Background: an optimization exercise with open tools, aiming at small area. Do not read the settings as production practice.
No functional check of the RTL was part of any run shown here.

==> flow/design.v (outline; a module is shown in full before it is edited, if it fits) <==
// module fft: 1725 lines
// module fft_rca: 12 lines
// module fft_rcah: 16 lines
// module fft_fa: 6 lines
module fft(clk,rst,fir_data,fir_valid,fft_data,fft_valid,freq,fft_fin);
  // ...
==> flow/run.sh <==
#!/bin/bash
# synth_recipe.tcl (not shown) runs the flow's synth.tcl, then flattens the netlist and writes it again
# the make line also repeats each setting of config.mk as NAME=value (left out here)
make -C /OpenROAD-flow-scripts/flow DESIGN_CONFIG=/design/flow/config.mk WORK_HOME=/design/flow/orfs CLKGATE_MAP_FILE= SYNTH_SCRIPT=/design/flow/synth_recipe.tcl finish
==> flow/config.mk <==
export PLATFORM = sky130hd
export DESIGN_NAME = fft
export DESIGN_NICKNAME = fft
export VERILOG_FILES = /design/flow/design.v
export SDC_FILE = /design/flow/constraint.sdc
export NUM_CORES = 4
export LEC_CHECK = 0
export CAP_MARGIN = 20
export CORE_MARGIN = 2
export CORE_UTILIZATION = 65
export CTS_BUF_LIST = sky130_fd_sc_hd__clkbuf_4 sky130_fd_sc_hd__clkbuf_8 sky130_fd_sc_hd__clkbuf_16
export PLACE_DENSITY = 0.75
export SLEW_MARGIN = 20
export SYNTH_HIERARCHICAL = 1
export SYNTH_MINIMUM_KEEP_SIZE = 0
==> flow/constraint.sdc <==
create_clock -name core_clock -period 12.0 [get_ports {clk}]
set_input_delay 2.4000 -clock core_clock [delete_from_list [all_inputs] [get_ports {clk}]]
set_output_delay 2.4000 -clock core_clock [all_outputs]
set_load 0.01 [all_outputs]
==> flow_summary.toml, run 1 <==
[placement]
gp_congestion = 0.9700

[global_route]
grt_use_met2 = 0.5430
gr-total-overflow = 0
grt_pass1_wl_mm = 128.6
grtUsageTotal = 0.3107
busiest_layer = "met2"

[drt]
remaining_drc_errors = 0
vias_per_cell = 5.659
ant_nets = 0

[timing]
hold_ws_ps = 291.6
rsz0062_at_grt = "true"
hold_viol = 0
relSlewSlack = 0.1968

[synthesis]
synth-main-ff-cell = "dfxtp_1"
synth_compound_area_frac = 0.06572
synth.most_common_cell = "dfxtp_1"

[final_layout]
utilization = 0.7258
clockBufferCount = 72
fin_cells = 3792
num-fill-cells = 3643

[floorplan]
std_cell_rows = 84

[setup_path]
cp_slowest_cell = "fa_1"
crit_family = "adder cells"
path_max_fanout = 3

[status]
outcome = "no timing/DRC/antenna violations"

[clock_network]
cts-root-buf = "clkbuf_16"
==> run 2, diff against run 1 <==
--- a/flow/design.v
+++ b/flow/design.v
@@ -1081,54 +1081,47 @@
 reg  [23:0] Brr, Bir;
 always @(posedge clk) begin
   Brr <= Br; Bir <= Bi;
 end
 reg  [23:0] f2r [0:3];
 reg  [23:0] f2i [0:3];
 wire [23:0] Fr = f2r[3];
 wire [23:0] Fi = f2i[3];
-wire [23:0] F2r = f2r[2];     
-wire [23:0] F2i = f2i[2];     
 wire sel2 = qb[2];
 wire [1:0] r2 = qb[1:0];
 reg  [23:0] ar, br_, ai, bi_;
 reg  cr, ci;
 always @* begin
   if (sel2) begin
     ar = Fr; br_ = Brr; cr = 1'b0;
     ai = Fi; bi_ = Bir; ci = 1'b0;
   end else case (r2)
-    2'd0: begin ar = F2i; br_ = ~F2r; cr = 1'b1; ai = Fi;    bi_ = 24'd0; ci = 1'b0; end
-    2'd1: begin ar = Fr;  br_ = Fi;   cr = 1'b0; ai = Fi;    bi_ = ~Fr;   ci = 1'b1; end
-    2'd2: begin ar = F2i; br_ = F2r;  cr = 1'b0; ai = 24'd0; bi_ = ~Fr;   ci = 1'b1; end
-    default: begin ar = Fr; br_ = ~Fi; cr = 1'b1; ai = Fi;   bi_ = Fr;    ci = 1'b0; end
+    2'd0: begin ar = Fr; br_ = 24'd0; cr = 1'b0; ai = Fi; bi_ = 24'd0; ci = 1'b0; end
+    2'd1: begin ar = Fr; br_ = Fi;    cr = 1'b0; ai = Fi; bi_ = ~Fr;   ci = 1'b1; end
+    2'd2: begin ar = Fi; br_ = 24'd0; cr = 1'b0; ai = 24'd0; bi_ = ~Fr; ci = 1'b1; end
+    default: begin ar = Fr; br_ = ~Fi; cr = 1'b1; ai = Fi; bi_ = Fr;  ci = 1'b0; end
   endcase
 end
-wire [23:0] vr, Dr, Di;
-wire [23:8] vi;
+wire [23:0] vr, vi, Dr, Di;
 fft_rca #(24) u_vr (.a(ar), .b(br_), .ci(cr), .s(vr));
-fft_rcah #(24, 8) u_vi (.a(ai), .b(bi_), .ci(ci), .s(vi[23:8]));
+fft_rca #(24) u_vi (.a(ai), .b(bi_), .ci(ci), .s(vi));
 fft_rca #(24) u_dr (.a(Fr), .b(~Brr), .ci(1'b1), .s(Dr));
 fft_rca #(24) u_di (.a(Fi), .b(~Bir), .ci(1'b1), .s(Di));
-reg [23:0] vrr, wx;
-reg [23:8] vir;
+reg [23:0] vrr, vir;
 always @(posedge clk) begin
   f2r[0] <= sel2 ? Dr : Brr;
   f2i[0] <= sel2 ? Di : Bir;
   for (i = 1; i < 4; i = i + 1) begin f2r[i] <= f2r[i-1]; f2i[i] <= f2i[i-1]; end
-  vrr <= (~sel2 & ~r2[0]) ? (r2[1] ? Fi : Fr) : vr;
-  vir <= vi;
-  wx  <= vr;
+  vrr <= vr; vir <= vi;
 end
-wire tph  = ~qv[2];
-wire mulC = tph & qv[0];
-wire neg2 = tph & qv[1];
-wire [23:0] xin = (tph & ~qv[0]) ? wx : vrr;
-wire [23:0] xvr = xin ^ {24{neg2}};
+wire mulC = ~qv[2] & qv[0];
+wire neg2 = ~qv[2] & (qv[1:0] == 2'd3);
+wire [23:0] xvr = vrr ^ {24{neg2}};
+wire [23:0] xvi = vir ^ {24{neg2}};
 wire [15:0] kxc = neg2 ? 16'd46340 : 16'd0;
 wire xcr_1;
 wire xcr_2;
 fft_fa u_xcr_1 (.a(xvr[0]), .b(xvr[6]), .c(kxc[8]), .s(xcr_1), .co(xcr_2));
 wire xcr_3;
 wire xcr_4;
 fft_fa u_xcr_3 (.a(xvr[1]), .b(xvr[7]), .c(kxc[9]), .s(xcr_3), .co(xcr_4));
 wire xcr_5;
@@ -1677,83 +1670,623 @@
 assign Pr[34] = xcr_274 ? xcr_318 : xcr_291;
 assign Pr[35] = xcr_274 ? xcr_320 : xcr_293;
 assign Pr[36] = xcr_274 ? xcr_322 : xcr_295;
 assign Pr[37] = xcr_274 ? xcr_324 : xcr_297;
 assign Pr[38] = xcr_274 ? xcr_326 : xcr_299;
 assign Pr[39] = xcr_274 ? xcr_328 : xcr_301;
 wire xcr_329;
 assign xcr_329 = xcr_274 ? xcr_327 : xcr_300;
-reg [15:0] s2r, s2i, h;
+wire xci_1;
+wire xci_2;
+fft_fa u_xci_1 (.a(xvi[0]), .b(xvi[6]), .c(kxc[8]), .s(xci_1), .co(xci_2));
+wire xci_3;
+wire xci_4;
+fft_fa u_xci_3 (.a(xvi[1]), .b(xvi[7]), .c(kxc[9]), .s(xci_3), .co(xci_4));
+wire xci_5;
+wire xci_6;
+fft_fa u_xci_5 (.a(xvi[0]), .b(xvi[2]), .c(xvi[8]), .s(xci_5), .co(xci_6));
+wire xci_7;
+wire xci_8;
+fft_fa u_xci_7 (.a(kxc[10]), .b(xci_4), .c(xci_5), .s(xci_7), .co(xci_8));
+wire xci_9;
+wire xci_10;
+fft_fa u_xci_9 (.a(xvi[1]), .b(xvi[3]), .c(xvi[9]), .s(xci_9), .co(xci_10));
+wire xci_11;
+wire xci_12;
+fft_fa u_xci_11 (.a(kxc[11]), .b(xci_6), .c(xci_9), .s(xci_11), .co(xci_12));
+wire xci_13;
+wire xci_14;
+fft_fa u_xci_13 (.a(xvi[0]), .b(xvi[2]), .c(xvi[4]), .s(xci_13), .co(xci_14));
+wire xci_15;
+wire xci_16;
+fft_fa u_xci_15 (.a(xvi[10]), .b(kxc[12]), .c(xci_10), .s(xci_15), .co(xci_16));
+wire xci_17;
+wire xci_18;
+fft_fa u_xci_17 (.a(xci_13), .b(xci_12), .c(xci_15), .s(xci_17), .co(xci_18));
+wire xci_19;
+wire xci_20;
+fft_fa u_xci_19 (.a(xvi[0]), .b(xvi[1]), .c(xvi[3]), .s(xci_19), .co(xci_20));
+wire xci_21;
+wire xci_22;
+fft_fa u_xci_21 (.a(xvi[5]), .b(xvi[11]), .c(kxc[13]), .s(xci_21), .co(xci_22));
+wire xci_23;
+wire xci_24;
+fft_fa u_xci_23 (.a(xci_14), .b(xci_19), .c(xci_21), .s(xci_23), .co(xci_24));
+wire xci_25;
+wire xci_26;
+fft_fa u_xci_25 (.a(xci_16), .b(xci_23), .c(xci_18), .s(xci_25), .co(xci_26));
+wire xci_27;
+wire xci_28;
+fft_fa u_xci_27 (.a(xvi[1]), .b(xvi[2]), .c(xvi[4]), .s(xci_27), .co(xci_28));
+wire xci_29;
+wire xci_30;
+fft_fa u_xci_29 (.a(xvi[6]), .b(xvi[12]), .c(kxc[14]), .s(xci_29), .co(xci_30));
+wire xci_31;
+wire xci_32;
+fft_fa u_xci_31 (.a(xci_20), .b(xci_22), .c(xci_27), .s(xci_31), .co(xci_32));
+wire xci_33;
+wire xci_34;
+fft_fa u_xci_33 (.a(xci_29), .b(xci_24), .c(xci_31), .s(xci_33), .co(xci_34));
+wire xci_35;
+wire xci_36;
+fft_fa u_xci_35 (.a(xvi[0]), .b(xvi[2]), .c(xvi[3]), .s(xci_35), .co(xci_36));
+wire xci_37;
+wire xci_38;
+fft_fa u_xci_37 (.a(xvi[5]), .b(xvi[7]), .c(xvi[13]), .s(xci_37), .co(xci_38));
+wire xci_39;
+wire xci_40;
+fft_fa u_xci_39 (.a(kxc[15]), .b(xci_28), .c(xci_30), .s(xci_39), .co(xci_40));
+wire xci_41;
+wire xci_42;
+fft_fa u_xci_41 (.a(xci_35), .b(xci_37), .c(xci_32), .s(xci_41), .co(xci_42));
+wire xci_43;
+wire xci_44;
+fft_fa u_xci_43 (.a(xci_39), .b(xci_34), .c(xci_41), .s(xci_43), .co(xci_44));
+wire xci_45;
+wire xci_46;
+fft_fa u_xci_45 (.a(xvi[1]), .b(xvi[3]), .c(xvi[4]), .s(xci_45), .co(xci_46));
+wire xci_47;
+wire xci_48;
+fft_fa u_xci_47 (.a(xvi[6]), .b(xvi[8]), .c(xvi[14]), .s(xci_47), .co(xci_48));
+wire xci_49;
+wire xci_50;
+fft_fa u_xci_49 (.a(xci_36), .b(xci_38), .c(xci_45), .s(xci_49), .co(xci_50));
+wire xci_51;
+wire xci_52;
+fft_fa u_xci_51 (.a(xci_47), .b(xci_40), .c(xci_49), .s(xci_51), .co(xci_52));
+wire xci_53;
+wire xci_54;
+fft_fa u_xci_53 (.a(xci_42), .b(xci_51), .c(xci_44), .s(xci_53), .co(xci_54));
+wire xci_55;
+wire xci_56;
+fft_fa u_xci_55 (.a(xvi[2]), .b(xvi[4]), .c(xvi[5]), .s(xci_55), .co(xci_56));
+wire xci_57;
+wire xci_58;
+fft_fa u_xci_57 (.a(xvi[7]), .b(xvi[9]), .c(xvi[15]), .s(xci_57), .co(xci_58));
+wire xci_59;
+wire xci_60;
+fft_fa u_xci_59 (.a(xci_46), .b(xci_48), .c(xci_55), .s(xci_59), .co(xci_60));
+wire xci_61;
+wire xci_62;
+fft_fa u_xci_61 (.a(xci_57), .b(xci_50), .c(xci_59), .s(xci_61), .co(xci_62));
+wire xci_63;
+wire xci_64;
+fft_fa u_xci_63 (.a(xci_52), .b(xci_61), .c(xci_54), .s(xci_63), .co(xci_64));
+wire xci_65;
+wire xci_66;
+fft_fa u_xci_65 (.a(xvi[3]), .b(xvi[5]), .c(xvi[6]), .s(xci_65), .co(xci_66));
+wire xci_67;
+wire xci_68;
+fft_fa u_xci_67 (.a(xvi[8]), .b(xvi[10]), .c(xvi[16]), .s(xci_67), .co(xci_68));
+wire xci_69;
+wire xci_70;
+fft_fa u_xci_69 (.a(xci_56), .b(xci_58), .c(xci_65), .s(xci_69), .co(xci_70));
+wire xci_71;
+wire xci_72;
+fft_fa u_xci_71 (.a(xci_67), .b(xci_60), .c(xci_69), .s(xci_71), .co(xci_72));
+wire xci_73;
+wire xci_74;
+fft_fa u_xci_73 (.a(xci_62), .b(xci_71), .c(xci_64), .s(xci_73), .co(xci_74));
+wire xci_75;
+wire xci_76;
+fft_fa u_xci_75 (.a(xvi[4]), .b(xvi[6]), .c(xvi[7]), .s(xci_75), .co(xci_76));
+wire xci_77;
+wire xci_78;
+fft_fa u_xci_77 (.a(xvi[9]), .b(xvi[11]), .c(xvi[17]), .s(xci_77), .co(xci_78));
+wire xci_79;
+wire xci_80;
+fft_fa u_xci_79 (.a(xci_66), .b(xci_68), .c(xci_75), .s(xci_79), .co(xci_80));
+wire xci_81;
+wire xci_82;
+fft_fa u_xci_81 (.a(xci_77), .b(xci_70), .c(xci_79), .s(xci_81), .co(xci_82));
+wire xci_83;
+wire xci_84;
+fft_fa u_xci_83 (.a(xci_72), .b(xci_81), .c(xci_74), .s(xci_83), .co(xci_84));
+wire xci_85;
+wire xci_86;
+fft_fa u_xci_85 (.a(xvi[5]), .b(xvi[7]), .c(xvi[8]), .s(xci_85), .co(xci_86));
+wire xci_87;
+wire xci_88;
+fft_fa u_xci_87 (.a(xvi[10]), .b(xvi[12]), .c(xvi[18]), .s(xci_87), .co(xci_88));
+wire xci_89;
+wire xci_90;
+fft_fa u_xci_89 (.a(xci_76), .b(xci_78), .c(xci_85), .s(xci_89), .co(xci_90));
+wire xci_91;
+wire xci_92;
+fft_fa u_xci_91 (.a(xci_87), .b(xci_80), .c(xci_89), .s(xci_91), .co(xci_92));
+wire xci_93;
+wire xci_94;
+fft_fa u_xci_93 (.a(xci_82), .b(xci_91), .c(xci_84), .s(xci_93), .co(xci_94));
+wire xci_95;
+wire xci_96;
+fft_fa u_xci_95 (.a(xvi[6]), .b(xvi[8]), .c(xvi[9]), .s(xci_95), .co(xci_96));
+wire xci_97;
+wire xci_98;
+fft_fa u_xci_97 (.a(xvi[11]), .b(xvi[13]), .c(xvi[19]), .s(xci_97), .co(xci_98));
+wire xci_99;
+wire xci_100;
+fft_fa u_xci_99 (.a(xci_86), .b(xci_88), .c(xci_95), .s(xci_99), .co(xci_100));
+wire xci_101;
+wire xci_102;
+fft_fa u_xci_101 (.a(xci_97), .b(xci_90), .c(xci_99), .s(xci_101), .co(xci_102));
+wire xci_103;
+wire xci_104;
+fft_fa u_xci_103 (.a(xci_92), .b(xci_101), .c(xci_94), .s(xci_103), .co(xci_104));
+wire xci_105;
+wire xci_106;
+fft_fa u_xci_105 (.a(xvi[7]), .b(xvi[9]), .c(xvi[10]), .s(xci_105), .co(xci_106));
+wire xci_107;
+wire xci_108;
+fft_fa u_xci_107 (.a(xvi[12]), .b(xvi[14]), .c(xvi[20]), .s(xci_107), .co(xci_108));
+wire xci_109;
+wire xci_110;
+fft_fa u_xci_109 (.a(xci_96), .b(xci_98), .c(xci_105), .s(xci_109), .co(xci_110));
+wire xci_111;
+wire xci_112;
+fft_fa u_xci_111 (.a(xci_107), .b(xci_100), .c(xci_109), .s(xci_111), .co(xci_112));
+wire xci_113;
+wire xci_114;
+fft_fa u_xci_113 (.a(xci_102), .b(xci_111), .c(xci_104), .s(xci_113), .co(xci_114));
+wire xci_115;
+wire xci_116;
+fft_fa u_xci_115 (.a(xvi[8]), .b(xvi[10]), .c(xvi[11]), .s(xci_115), .co(xci_116));
+wire xci_117;
+wire xci_118;
+fft_fa u_xci_117 (.a(xvi[13]), .b(xvi[15]), .c(xvi[21]), .s(xci_117), .co(xci_118));
+wire xci_119;
+wire xci_120;
+fft_fa u_xci_119 (.a(xci_106), .b(xci_108), .c(xci_115), .s(xci_119), .co(xci_120));
+wire xci_121;
+wire xci_122;
+fft_fa u_xci_121 (.a(xci_117), .b(xci_110), .c(xci_119), .s(xci_121), .co(xci_122));
+wire xci_123;
+wire xci_124;
+fft_fa u_xci_123 (.a(xci_112), .b(xci_121), .c(xci_114), .s(xci_123), .co(xci_124));
+wire xci_125;
+wire xci_126;
+fft_fa u_xci_125 (.a(xvi[9]), .b(xvi[11]), .c(xvi[12]), .s(xci_125), .co(xci_126));
+wire xci_127;
+wire xci_128;
+fft_fa u_xci_127 (.a(xvi[14]), .b(xvi[16]), .c(xvi[22]), .s(xci_127), .co(xci_128));
+wire xci_129;
+wire xci_130;
+fft_fa u_xci_129 (.a(xci_116), .b(xci_118), .c(xci_125), .s(xci_129), .co(xci_130));
+wire xci_131;
+wire xci_132;
+fft_fa u_xci_131 (.a(xci_127), .b(xci_120), .c(xci_129), .s(xci_131), .co(xci_132));
+wire xci_133;
+wire xci_134;
+fft_fa u_xci_133 (.a(xci_122), .b(xci_131), .c(xci_124), .s(xci_133), .co(xci_134));
+wire xci_135;
+wire xci_136;
+fft_fa u_xci_135 (.a(xvi[10]), .b(xvi[12]), .c(xvi[13]), .s(xci_135), .co(xci_136));
+wire xci_137;
+wire xci_138;
+fft_fa u_xci_137 (.a(xvi[15]), .b(xvi[17]), .c(~xvi[23]), .s(xci_137), .co(xci_138));
+wire xci_139;
+wire xci_140;
+assign xci_139 = 1'b1 ^ xci_126 ^ xci_128;
+assign xci_140 = (1'b1 & xci_126) | (1'b1 & xci_128) | (xci_126 & xci_128);
+wire xci_141;
+wire xci_142;
+fft_fa u_xci_141 (.a(xci_135), .b(xci_137), .c(xci_130), .s(xci_141), .co(xci_142));
+wire xci_143;
+wire xci_144;
+fft_fa u_xci_143 (.a(xci_139), .b(xci_132), .c(xci_141), .s(xci_143), .co(xci_144));
+wire xci_145;
+wire xci_146;
+fft_fa u_xci_145 (.a(xvi[11]), .b(xvi[13]), .c(xvi[14]), .s(xci_145), .co(xci_146));
+wire xci_147;
+wire xci_148;
+assign xci_147 = xvi[16] ^ xvi[18] ^ 1'b1;
+assign xci_148 = (xvi[16] & xvi[18]) | (xvi[16] & 1'b1) | (xvi[18] & 1'b1);
+wire xci_149;
+wire xci_150;
+fft_fa u_xci_149 (.a(xci_136), .b(xci_138), .c(xci_145), .s(xci_149), .co(xci_150));
+wire xci_151;
+wire xci_152;
+fft_fa u_xci_151 (.a(xci_147), .b(xci_140), .c(xci_149), .s(xci_151), .co(xci_152));
+wire xci_153;
+wire xci_154;
+fft_fa u_xci_153 (.a(xci_142), .b(xci_151), .c(xci_144), .s(xci_153), .co(xci_154));
+wire xci_155;
+wire xci_156;
+fft_fa u_xci_155 (.a(xvi[12]), .b(xvi[14]), .c(xvi[15]), .s(xci_155), .co(xci_156));
+wire xci_157;
+wire xci_158;
+assign xci_157 = xvi[17] ^ xvi[19] ^ 1'b1;
+assign xci_158 = (xvi[17] & xvi[19]) | (xvi[17] & 1'b1) | (xvi[19] & 1'b1);
+wire xci_159;
+wire xci_160;
+fft_fa u_xci_159 (.a(xci_146), .b(xci_148), .c(xci_155), .s(xci_159), .co(xci_160));
+wire xci_161;
+wire xci_162;
+fft_fa u_xci_161 (.a(xci_157), .b(xci_150), .c(xci_159), .s(xci_161), .co(xci_162));
+wire xci_163;
+wire xci_164;
+fft_fa u_xci_163 (.a(xci_152), .b(xci_161), .c(xci_154), .s(xci_163), .co(xci_164));
+wire xci_165;
+wire xci_166;
+fft_fa u_xci_165 (.a(xvi[13]), .b(xvi[15]), .c(xvi[16]), .s(xci_165), .co(xci_166));
+wire xci_167;
+wire xci_168;
+assign xci_167 = xvi[18] ^ xvi[20] ^ 1'b1;
+assign xci_168 = (xvi[18] & xvi[20]) | (xvi[18] & 1'b1) | (xvi[20] & 1'b1);
+wire xci_169;
+wire xci_170;
+fft_fa u_xci_169 (.a(xci_156), .b(xci_158), .c(xci_165), .s(xci_169), .co(xci_170));
+wire xci_171;
+wire xci_172;
+fft_fa u_xci_171 (.a(xci_167), .b(xci_160), .c(xci_169), .s(xci_171), .co(xci_172));
+wire xci_173;
+wire xci_174;
+fft_fa u_xci_173 (.a(xci_162), .b(xci_171), .c(xci_164), .s(xci_173), .co(xci_174));
+wire xci_175;
+wire xci_176;
+fft_fa u_xci_175 (.a(xvi[14]), .b(xvi[16]), .c(xvi[17]), .s(xci_175), .co(xci_176));
+wire xci_177;
+wire xci_178;
+assign xci_177 = xvi[19] ^ xvi[21] ^ 1'b1;
+assign xci_178 = (xvi[19] & xvi[21]) | (xvi[19] & 1'b1) | (xvi[21] & 1'b1);
+wire xci_179;
+wire xci_180;
+fft_fa u_xci_179 (.a(xci_166), .b(xci_168), .c(xci_175), .s(xci_179), .co(xci_180));
+wire xci_181;
+wire xci_182;
+fft_fa u_xci_181 (.a(xci_177), .b(xci_170), .c(xci_179), .s(xci_181), .co(xci_182));
+wire xci_183;
+wire xci_184;
+fft_fa u_xci_183 (.a(xci_172), .b(xci_181), .c(xci_174), .s(xci_183), .co(xci_184));
+wire xci_185;
+wire xci_186;
+fft_fa u_xci_185 (.a(xvi[15]), .b(xvi[17]), .c(xvi[18]), .s(xci_185), .co(xci_186));
+wire xci_187;
+wire xci_188;
+assign xci_187 = xvi[20] ^ xvi[22] ^ 1'b1;
+assign xci_188 = (xvi[20] & xvi[22]) | (xvi[20] & 1'b1) | (xvi[22] & 1'b1);
+wire xci_189;
+wire xci_190;
+fft_fa u_xci_189 (.a(xci_176), .b(xci_178), .c(xci_185), .s(xci_189), .co(xci_190));
+wire xci_191;
+wire xci_192;
+fft_fa u_xci_191 (.a(xci_187), .b(xci_180), .c(xci_189), .s(xci_191), .co(xci_192));
+wire xci_193;
+wire xci_194;
+fft_fa u_xci_193 (.a(xci_182), .b(xci_191), .c(xci_184), .s(xci_193), .co(xci_194));
+wire xci_195;
+wire xci_196;
+fft_fa u_xci_195 (.a(xvi[16]), .b(xvi[18]), .c(xvi[19]), .s(xci_195), .co(xci_196));
+wire xci_197;
+wire xci_198;
+fft_fa u_xci_197 (.a(xvi[21]), .b(~xvi[23]), .c(xci_186), .s(xci_197), .co(xci_198));
+wire xci_199;
+wire xci_200;
+fft_fa u_xci_199 (.a(xci_188), .b(xci_195), .c(xci_190), .s(xci_199), .co(xci_200));
+wire xci_201;
+wire xci_202;
+fft_fa u_xci_201 (.a(xci_197), .b(xci_192), .c(xci_199), .s(xci_201), .co(xci_202));
+wire xci_203;
+wire xci_204;
+fft_fa u_xci_203 (.a(xvi[17]), .b(xvi[19]), .c(xvi[20]), .s(xci_203), .co(xci_204));
+wire xci_205;
+wire xci_206;
+assign xci_205 = xvi[22] ^ 1'b1 ^ xci_196;
+assign xci_206 = (xvi[22] & 1'b1) | (xvi[22] & xci_196) | (1'b1 & xci_196);
+wire xci_207;
+wire xci_208;
+fft_fa u_xci_207 (.a(xci_203), .b(xci_198), .c(xci_205), .s(xci_207), .co(xci_208));
+wire xci_209;
+wire xci_210;
+fft_fa u_xci_209 (.a(xci_200), .b(xci_207), .c(xci_202), .s(xci_209), .co(xci_210));
+wire xci_211;
+wire xci_212;
+fft_fa u_xci_211 (.a(xvi[18]), .b(xvi[20]), .c(xvi[21]), .s(xci_211), .co(xci_212));
+wire xci_213;
+wire xci_214;
+fft_fa u_xci_213 (.a(~xvi[23]), .b(xci_204), .c(xci_211), .s(xci_213), .co(xci_214));
+wire xci_215;
+wire xci_216;
+fft_fa u_xci_215 (.a(xci_206), .b(xci_213), .c(xci_208), .s(xci_215), .co(xci_216));
+wire xci_217;
+wire xci_218;
+fft_fa u_xci_217 (.a(xvi[19]), .b(xvi[21]), .c(xvi[22]), .s(xci_217), .co(xci_218));
+wire xci_219;
+wire xci_220;
+assign xci_219 = 1'b1 ^ xci_212 ^ xci_217;
+assign xci_220 = (1'b1 & xci_212) | (1'b1 & xci_217) | (xci_212 & xci_217);
+wire xci_221;
+wire xci_222;
+fft_fa u_xci_221 (.a(xci_214), .b(xci_219), .c(xci_216), .s(xci_221), .co(xci_222));
+wire xci_223;
+wire xci_224;
+fft_fa u_xci_223 (.a(xvi[20]), .b(xvi[22]), .c(~xvi[23]), .s(xci_223), .co(xci_224));
+wire xci_225;
+wire xci_226;
+fft_fa u_xci_225 (.a(xci_218), .b(xci_223), .c(xci_220), .s(xci_225), .co(xci_226));
+wire xci_227;
+wire xci_228;
+fft_fa u_xci_227 (.a(xvi[21]), .b(~xvi[23]), .c(xci_224), .s(xci_227), .co(xci_228));
+wire xci_229;
+wire xci_230;
+assign xci_229 = xvi[22] ^ 1'b1 ^ xci_228;
+assign xci_230 = (xvi[22] & 1'b1) | (xvi[22] & xci_228) | (1'b1 & xci_228);
+wire [39:24] Pi;
+wire xci_231;
+assign xci_231 = kxc[0] & 1'b0;
+wire xci_232;
+assign xci_232 = kxc[1] & xci_231;
+wire xci_233;
+assign xci_233 = (xvi[0] & kxc[2]) | (xvi[0] & xci_232) | (kxc[2] & xci_232);
+wire xci_234;
+assign xci_234 = (xvi[1] & kxc[3]) | (xvi[1] & xci_233) | (kxc[3] & xci_233);
+wire xci_235;
+assign xci_235 = (xvi[2] & kxc[4]) | (xvi[2] & xci_234) | (kxc[4] & xci_234);
+wire xci_236;
+assign xci_236 = (xvi[3] & kxc[5]) | (xvi[3] & xci_235) | (kxc[5] & xci_235);
+wire xci_237;
+assign xci_237 = (xvi[4] & kxc[6]) | (xvi[4] & xci_236) | (kxc[6] & xci_236);
+wire xci_238;
+assign xci_238 = (xvi[5] & kxc[7]) | (xvi[5] & xci_237) | (kxc[7] & xci_237);
+wire xci_239;
+assign xci_239 = xci_1 & xci_238;
+wire xci_240;
+assign xci_240 = (xci_2 & xci_3) | (xci_2 & xci_239) | (xci_3 & xci_239);
+wire xci_241;
+assign xci_241 = xci_7 & xci_240;
+wire xci_242;
+assign xci_242 = (xci_8 & xci_11) | (xci_8 & xci_241) | (xci_11 & xci_241);
+wire xci_243;
+assign xci_243 = xci_17 & xci_242;
+wire xci_244;
+assign xci_244 = xci_25 & 1'b0;
+wire xci_245;
+assign xci_245 = (xci_26 & xci_33) | (xci_26 & xci_244) | (xci_33 & xci_244);
+wire xci_246;
+assign xci_246 = xci_43 & xci_245;
+wire xci_247;
+assign xci_247 = xci_53 & xci_246;
+wire xci_248;
+assign xci_248 = xci_63 & xci_247;
+wire xci_249;
+assign xci_249 = xci_73 & xci_248;
+wire xci_250;
+assign xci_250 = xci_83 & xci_249;
+wire xci_251;
+assign xci_251 = xci_93 & xci_250;
+wire xci_252;
+assign xci_252 = xci_103 & xci_251;
+wire xci_253;
+assign xci_253 = xci_113 & xci_252;
+wire xci_254;
+assign xci_254 = xci_123 & xci_253;
+wire xci_255;
+assign xci_255 = xci_133 ^ xci_254;
+wire xci_256;
+assign xci_256 = xci_133 & xci_254;
+wire xci_257;
+wire xci_258;
+fft_fa u_xci_257 (.a(xci_134), .b(xci_143), .c(xci_256), .s(xci_257), .co(xci_258));
+wire xci_259;
+assign xci_259 = xci_25 & 1'b1;
+wire xci_260;
+assign xci_260 = (xci_26 & xci_33) | (xci_26 & xci_259) | (xci_33 & xci_259);
+wire xci_261;
+assign xci_261 = xci_43 & xci_260;
+wire xci_262;
+assign xci_262 = xci_53 & xci_261;
+wire xci_263;
+assign xci_263 = xci_63 & xci_262;
+wire xci_264;
+assign xci_264 = xci_73 & xci_263;
+wire xci_265;
+assign xci_265 = xci_83 & xci_264;
+wire xci_266;
+assign xci_266 = xci_93 & xci_265;
+wire xci_267;
+assign xci_267 = xci_103 & xci_266;
+wire xci_268;
+assign xci_268 = xci_113 & xci_267;
+wire xci_269;
+assign xci_269 = xci_123 & xci_268;
+wire xci_270;
+assign xci_270 = xci_133 ^ xci_269;
+wire xci_271;
+assign xci_271 = xci_133 & xci_269;
+wire xci_272;
+wire xci_273;
+fft_fa u_xci_272 (.a(xci_134), .b(xci_143), .c(xci_271), .s(xci_272), .co(xci_273));
+assign Pi[24] = xci_243 ? xci_270 : xci_255;
+assign Pi[25] = xci_243 ? xci_272 : xci_257;
+wire xci_274;
+assign xci_274 = xci_243 ? xci_273 : xci_258;
+wire xci_275;
+assign xci_275 = xci_153 ^ 1'b0;
+wire xci_276;
+assign xci_276 = xci_153 & 1'b0;
+wire xci_277;
+assign xci_277 = xci_163 ^ xci_276;
+wire xci_278;
+assign xci_278 = xci_163 & xci_276;
+wire xci_279;
+assign xci_279 = xci_173 ^ xci_278;
+wire xci_280;
+assign xci_280 = xci_173 & xci_278;
+wire xci_281;
+assign xci_281 = xci_183 ^ xci_280;
+wire xci_282;
+assign xci_282 = xci_183 & xci_280;
+wire xci_283;
+assign xci_283 = xci_193 ^ xci_282;
+wire xci_284;
+assign xci_284 = xci_193 & xci_282;
+wire xci_285;
+wire xci_286;
+fft_fa u_xci_285 (.a(xci_194), .b(xci_201), .c(xci_284), .s(xci_285), .co(xci_286));
+wire xci_287;
+assign xci_287 = xci_209 ^ xci_286;
+wire xci_288;
+assign xci_288 = xci_209 & xci_286;
+wire xci_289;
+wire xci_290;
+fft_fa u_xci_289 (.a(xci_210), .b(xci_215), .c(xci_288), .s(xci_289), .co(xci_290));
+wire xci_291;
+assign xci_291 = xci_221 ^ xci_290;
+wire xci_292;
+assign xci_292 = xci_221 & xci_290;
+wire xci_293;
+wire xci_294;
+fft_fa u_xci_293 (.a(xci_222), .b(xci_225), .c(xci_292), .s(xci_293), .co(xci_294));
+wire xci_295;
+wire xci_296;
+fft_fa u_xci_295 (.a(xci_226), .b(xci_227), .c(xci_294), .s(xci_295), .co(xci_296));
+wire xci_297;
+assign xci_297 = xci_229 ^ xci_296;
+wire xci_298;
+assign xci_298 = xci_229 & xci_296;
+wire xci_299;
+wire xci_300;
+fft_fa u_xci_299 (.a(~xvi[23]), .b(xci_230), .c(xci_298), .s(xci_299), .co(xci_300));
+wire xci_301;
+assign xci_301 = 1'b1 ^ xci_300;
+wire xci_302;
+assign xci_302 = xci_153 ^ 1'b1;
+wire xci_303;
+assign xci_303 = xci_153 & 1'b1;
+wire xci_304;
+assign xci_304 = xci_163 ^ xci_303;
+wire xci_305;
+assign xci_305 = xci_163 & xci_303;
+wire xci_306;
+assign xci_306 = xci_173 ^ xci_305;
+wire xci_307;
+assign xci_307 = xci_173 & xci_305;
+wire xci_308;
+assign xci_308 = xci_183 ^ xci_307;
+wire xci_309;
+assign xci_309 = xci_183 & xci_307;
+wire xci_310;
+assign xci_310 = xci_193 ^ xci_309;
+wire xci_311;
+assign xci_311 = xci_193 & xci_309;
+wire xci_312;
+wire xci_313;
+fft_fa u_xci_312 (.a(xci_194), .b(xci_201), .c(xci_311), .s(xci_312), .co(xci_313));
+wire xci_314;
+assign xci_314 = xci_209 ^ xci_313;
+wire xci_315;
+assign xci_315 = xci_209 & xci_313;
+wire xci_316;
+wire xci_317;
+fft_fa u_xci_316 (.a(xci_210), .b(xci_215), .c(xci_315), .s(xci_316), .co(xci_317));
+wire xci_318;
+assign xci_318 = xci_221 ^ xci_317;
+wire xci_319;
+assign xci_319 = xci_221 & xci_317;
+wire xci_320;
+wire xci_321;
+fft_fa u_xci_320 (.a(xci_222), .b(xci_225), .c(xci_319), .s(xci_320), .co(xci_321));
+wire xci_322;
+wire xci_323;
+fft_fa u_xci_322 (.a(xci_226), .b(xci_227), .c(xci_321), .s(xci_322), .co(xci_323));
+wire xci_324;
+assign xci_324 = xci_229 ^ xci_323;
+wire xci_325;
+assign xci_325 = xci_229 & xci_323;
+wire xci_326;
+wire xci_327;
+fft_fa u_xci_326 (.a(~xvi[23]), .b(xci_230), .c(xci_325), .s(xci_326), .co(xci_327));
+wire xci_328;
+assign xci_328 = 1'b1 ^ xci_327;
+assign Pi[26] = xci_274 ? xci_302 : xci_275;
+assign Pi[27] = xci_274 ? xci_304 : xci_277;
+assign Pi[28] = xci_274 ? xci_306 : xci_279;
+assign Pi[29] = xci_274 ? xci_308 : xci_281;
+assign Pi[30] = xci_274 ? xci_310 : xci_283;
+assign Pi[31] = xci_274 ? xci_312 : xci_285;
+assign Pi[32] = xci_274 ? xci_314 : xci_287;
+assign Pi[33] = xci_274 ? xci_316 : xci_289;
+assign Pi[34] = xci_274 ? xci_318 : xci_291;
+assign Pi[35] = xci_274 ? xci_320 : xci_293;
+assign Pi[36] = xci_274 ? xci_322 : xci_295;
+assign Pi[37] = xci_274 ? xci_324 : xci_297;
+assign Pi[38] = xci_274 ? xci_326 : xci_299;
+assign Pi[39] = xci_274 ? xci_328 : xci_301;
+wire xci_329;
+assign xci_329 = xci_274 ? xci_327 : xci_300;
+reg [15:0] s2r, s2i;
 always @(posedge clk) begin
-  h   <= Pr[39:24];
   s2r <= mulC ? Pr[39:24] : vrr[23:8];
-  s2i <= mulC ? h : vir[23:8];
+  s2i <= mulC ? Pi[39:24] : vir[23:8];
 end
 reg  [15:0] f3r [0:1];
 reg  [15:0] f3i [0:1];
 wire [15:0] Gr = f3r[1];
 wire [15:0] Gi = f3i[1];
 wire sel3 = qs[1];
 wire rf   = ~qs[2] & qs[0];
 wire rr3  = rf & s2r[15];
 wire ri3  = rf & s2i[15];
-wire rot3 = (qs[1:0] == 2'd1);
 wire [15:0] u_r, u_i, d_r, d_i;
-fft_rca #(16) u_ur (.a(rot3 ? Gi : Gr), .b(s2r & {16{sel3}}),  .ci(rr3 & sel3),  .s(u_r));
-fft_rca #(16) u_ui (.a(rot3 ? Gr : Gi), .b(s2i & {16{sel3}}),  .ci(ri3 & sel3),  .s(u_i));
+fft_rca #(16) u_ur (.a(Gr), .b(s2r),  .ci(rr3),  .s(u_r));
+fft_rca #(16) u_ui (.a(Gi), .b(s2i),  .ci(ri3),  .s(u_i));
 fft_rca #(16) u_dr3 (.a(Gr), .b(~s2r), .ci(~rr3), .s(d_r));
 fft_rca #(16) u_di3 (.a(Gi), .b(~s2i), .ci(~ri3), .s(d_i));
+wire rot3 = (qs[1:0] == 2'd1);
 always @(posedge clk) begin
   f3r[0] <= sel3 ? d_r : s2r;
   f3i[0] <= sel3 ? d_i : s2i;
   f3r[1] <= f3r[0];
   f3i[1] <= f3i[0];
 end
-wire [15:0] yr = u_r;
-wire [15:0] yi = u_i;
+wire [15:0] yr = sel3 ? u_r : (rot3 ? Gi : Gr);
+wire [15:0] yi = sel3 ? u_i : (rot3 ? Gr : Gi);
 reg  [15:0] f4r, f4i;
 wire sel4 = qs[0];
 wire [15:0] ar4, sr4, ai4, si4;
-fft_rca #(16) u_ar4 (.a(f4r), .b(yr & {16{sel4}}),  .ci(1'b0), .s(ar4));
+fft_rca #(16) u_ar4 (.a(f4r), .b(yr),  .ci(1'b0), .s(ar4));
 fft_rca #(16) u_sr4 (.a(f4r), .b(~yr), .ci(1'b1), .s(sr4));
-fft_rca #(16) u_ai4 (.a(f4i), .b(yi & {16{sel4}}),  .ci(1'b0), .s(ai4));
+fft_rca #(16) u_ai4 (.a(f4i), .b(yi),  .ci(1'b0), .s(ai4));
 fft_rca #(16) u_si4 (.a(f4i), .b(~yi), .ci(1'b1), .s(si4));
 always @(posedge clk) begin
   f4r <= sel4 ? sr4 : yr;
   f4i <= sel4 ? (rot3 ? ai4 : si4) : yi;
 end
-assign fft_data = {ar4, (rot3 ? si4 : ai4)};
+assign fft_data = sel4 ? {ar4, (rot3 ? si4 : ai4)} : {f4r, f4i};
 endmodule
 module fft_rca #(parameter W = 16) (a, b, ci, s);
 input  [W-1:0] a;
 input  [W-1:0] b;
 input          ci;
 output [W-1:0] s;
 wire [W:0] c;
 assign c[0] = ci;
 genvar k;
 generate for (k = 0; k < W; k = k + 1) begin : g
   fft_fa u (.a(a[k]), .b(b[k]), .c(c[k]), .s(s[k]), .co(c[k+1]));
 end endgenerate
 endmodule
-module fft_rcah #(parameter W = 24, parameter L = 8) (a, b, ci, s);
-input  [W-1:0] a;
-input  [W-1:0] b;
-input          ci;
-output [W-1:L] s;
-wire [W:0] c;
-assign c[0] = ci;
-genvar k;
-generate for (k = 0; k < W; k = k + 1) begin : g
-  if (k < L) begin : lo
-    assign c[k+1] = (a[k] & b[k]) | (a[k] & c[k]) | (b[k] & c[k]);
-  end else begin : hi
-    fft_fa u (.a(a[k]), .b(b[k]), .c(c[k]), .s(s[k]), .co(c[k+1]));
-  end
-end endgenerate
-endmodule
 module fft_fa (a, b, c, s, co);
 input  a, b, c;
 output s, co;
 assign s  = a ^ b ^ c;
 assign co = (a & b) | (a & c) | (b & c);
 endmodule
==> flow/config.mk (replaced) <==
export PLATFORM = sky130hd
export DESIGN_NAME = fft
export DESIGN_NICKNAME = fft
export VERILOG_FILES = /design/flow/design.v
export SDC_FILE = /design/flow/constraint.sdc
export NUM_CORES = 4
export LEC_CHECK = 0
export CAP_MARGIN = 20
export CORE_MARGIN = 2
export CORE_UTILIZATION = 40
export SLEW_MARGIN = 20
export SYNTH_HIERARCHICAL = 1
export SYNTH_MINIMUM_KEEP_SIZE = 0
==> flow_summary.toml, run 2 <==
[synthesis]
yosys.area_share.simple = 0.07559
netlist_area_um2 = 36360
yosys-top-cells-area = "fa_1 39%, dfxtp_1 30%, mux2_2 3.7%"
avgSynthCellArea_um2 = 11.76
synth_xor_area_frac = 0.03324
yosys.area_share.adder = 0.4165
yosysTopAreaCell = "fa_1"
postSynthCellCount = 3093
synth-warning-count = 12
ys_seq_area_frac = 0.3033
synth_compound_area_frac = 0.05777
synthMuxAreaShare = 0.06964
synth_top_area_share = 0.3865
synth.distinct_cells = 53
synth_edf_count = 0
synth-main-ff-cell = "dfxtp_1"
async_flop_share = 0
synth.most_common_cell = "fa_1"
synth_top_family_by_area = "adder cells"
synth.ff_latch_count = 551
synthTopCellsByCount = "702 x fa_1, 551 x dfxtp_1, 278 x nand2_1"

[setup_path]
cp-start-kind = "flop"
path_max_fanout = 4
criticalPathCategory = "flop to output pin"
cp.arrival_ps = 9310
required_ps = 9600
reg2reg_depth = 30
endpoint_kind = "output pin"

[placement]
dpl_cell_area_um2 = 38590
gp_congestion = 0.8768
port_buffers = 56
dp.cells = 4295
dpl.hpwl_mm = 66.03

[timing]
final-max-slew-violation-count = 0
max_freq_mhz = 85.38
worstMarginPinSlew_ps = 1020
fin_crit_sh = 0.9761
setup_viol = 0
skew_ps = 59.31
hold_viol = 0
period_minus_slack_ps = 11710
rsz0062_at_grt = "true"
setup_tns_ps = 0
relSlewSlack = 0.3153

[floorplan]
fp.dieH_um = 305.5
initial_core_util = 0.4040
die-area_um2 = 93340
num_io_pins = 57
core_region_area_um2 = 90010
std_cell_rows = 110
fp.dieW_um = 305.5

[final_layout]
final_design_area_no_fill_um2 = 40780
regMostFlops = "f1"
final_cell_mix = "677 x fa_1, 549 x dfxtp_1, 277 x inv_1"
final_nets = 3983
utilization = 0.4530
final_common_cell = "fa_1"
reg_top3 = "f1 x128, f2i x96, f2r x96"
largest_reg_flops = 128
drive_gt1_frac = 0.1120
fin_cells = 4401
syn_to_final_growth_pct = 12.13

[drt]
post_drt_wl_per_cell_um = 18.67
vias_per_cell = 4.865
ant_nets = 0
remaining_drc_errors = 0
wl_met1_mm = 35.63
drt_pass1_iterations = 5
wl_met3_mm = 3.549
vias = 21410
met2_wirelength_mm = 40.67
routed.top_layer = "met4"
routed_wl_mm = 82.15
drtIter0Drc = 1240

[min_path]
hold_path.class = "flop to flop"
hold_depth = 0

[global_route]
gr-total-overflow = 0
grtUsageTotal = 0.1820
antenna_found_initial = 0
grt_pass1_wl_mm = 131.4
grt_pass1_vias = 23140
grt_start_max_net_pins = 138

[clock_network]
clock_latency_ps = 650
clkTransAtPathRegs_ps = 60
cts_buffer_depth = 3
cts-root-buf = "clkbuf_16"
cts_tree = "built"
cts_inserted_buffers = 56
cts.sinks = 551
h-tree-depth = 2

[job]
max_cap_viol_count = 0

[status]
outcome = "no timing/DRC/antenna violations"
## run 2: final cells by class
type | instances | area (um^2)
multi-input combinational | 2153 | 23980
fill | 8329 | 49240
clock buffer | 66 | 1489
sequential | 551 | 11040
antenna | 1 | 2.502
clock inverter | 38 | 554.3
tap | 1176 | 1471
inverter | 280 | 1051
timing repair buffer | 136 | 1185
## run 2: final timing paths
| kind | start | to | slack (ps) |
|---|---|---|---|
| max | cnt[0] | fft_data[31] | 290 |
| min | f3r[0][2] | f3r[1][2] | 310 |
| max reg2reg | cnt[0] | vrr[23] | 380 |
| min reg2reg | f3r[0][2] | f3r[1][2] | 310 |
## run 2: cells by family (layout without fill, tap and decap cells)
family / after synthesis / in the layout
flops: 551 / 551
xor+xnor: 138 / 138
other cells: 2 / 27
buf+inv: 413 / 520
fa+ha+maj: 790 / 790
simple gates: 596 / 596
mux: 238 / 238
compound gates: 365 / 365
## run 2: per-stage QoR
stage / setup slack (ps) / hold WS, ps
after detailed placement: 23.02 / 312.1
after CTS: 39.89 / 301.3
after global routing: -11.28 / 306.4
final: 287.2 / 308.8
after floorplan: 378.1 / 309.6
after global placement: 143.6 / 309.6
## run 2: critical path, cell delays in order (launching register included)
cell and delay (ps):
dfxtp_4 390, ha_1 170, inv_1 50, ha_1 290, nor2b_4 150, nand2_2 120
inv_1 70, fa_1 410, fa_2 370, fa_2 360, fa_1 390, fa_1 410
fa_2 360, fa_1 390, fa_1 390, fa_1 380, fa_1 390, fa_1 400
fa_1 400, fa_1 390, fa_1 390, fa_1 390, fa_1 480, nand2_1 60
o21ai_2 140, fa_1 440, mux2_2 260, dlygate4sd2_1 280
## run 2: per-module statistics from Yosys, one instance, submodules excluded, excerpt
| module | copies in the design | flops+latches |
|---|---|---|
| fft | 1 | 551 |
| fft_fa | 702 | 0 |
## run 2: what timing repair did
action | in CTS | in global routing
hold buffers | 0 | 0
gates resized for setup | 32 | 21
pin swaps | 0 | 1
setup buffers | 0 | 1
endpoints found under the setup margin | 3 | 5
## run 2: metal layers
metal | GRT usage | vias to the layer above
li1 | - | 9988
met1 | 0.2368 | 10880
met2 | 0.3131 | 438
met3 | 0.02773 | 106
met4 | 0.05545 | 0
met5 | 0 | -

==> re-timing with driven ports <==
Ports are ideal in the flow. The routed layouts listed here were re-timed in OpenROAD. Step 1 sets driving cells, clkbuf_16 on the clock port and buf_2 on the other inputs (assumed; they add their load-dependent delay and slew). Step 2 adds t to the input delays and takes it off the output delays; t is the mean of the earliest and latest rising clock arrival at the registers after step 1. Input paths then give back, and output paths get back, about the clock's delay inside the block. Three values: no drivers, after step 1, after step 2; two values: the first two.
run	t (ns)	setup WS [ns]	worst setup path at the end	latest minus earliest clock arrival (ns)	worst data-port slew with drivers (ns)
run 1	0.676	0.119 / 0.063 / 0.311	register to register	0.039 / 0.040	0.07
run 2	0.691	0.287 / 0.219 / 0.383	register to register	0.060 / 0.059	0.06
After both steps setup and hold are still met in every run listed.
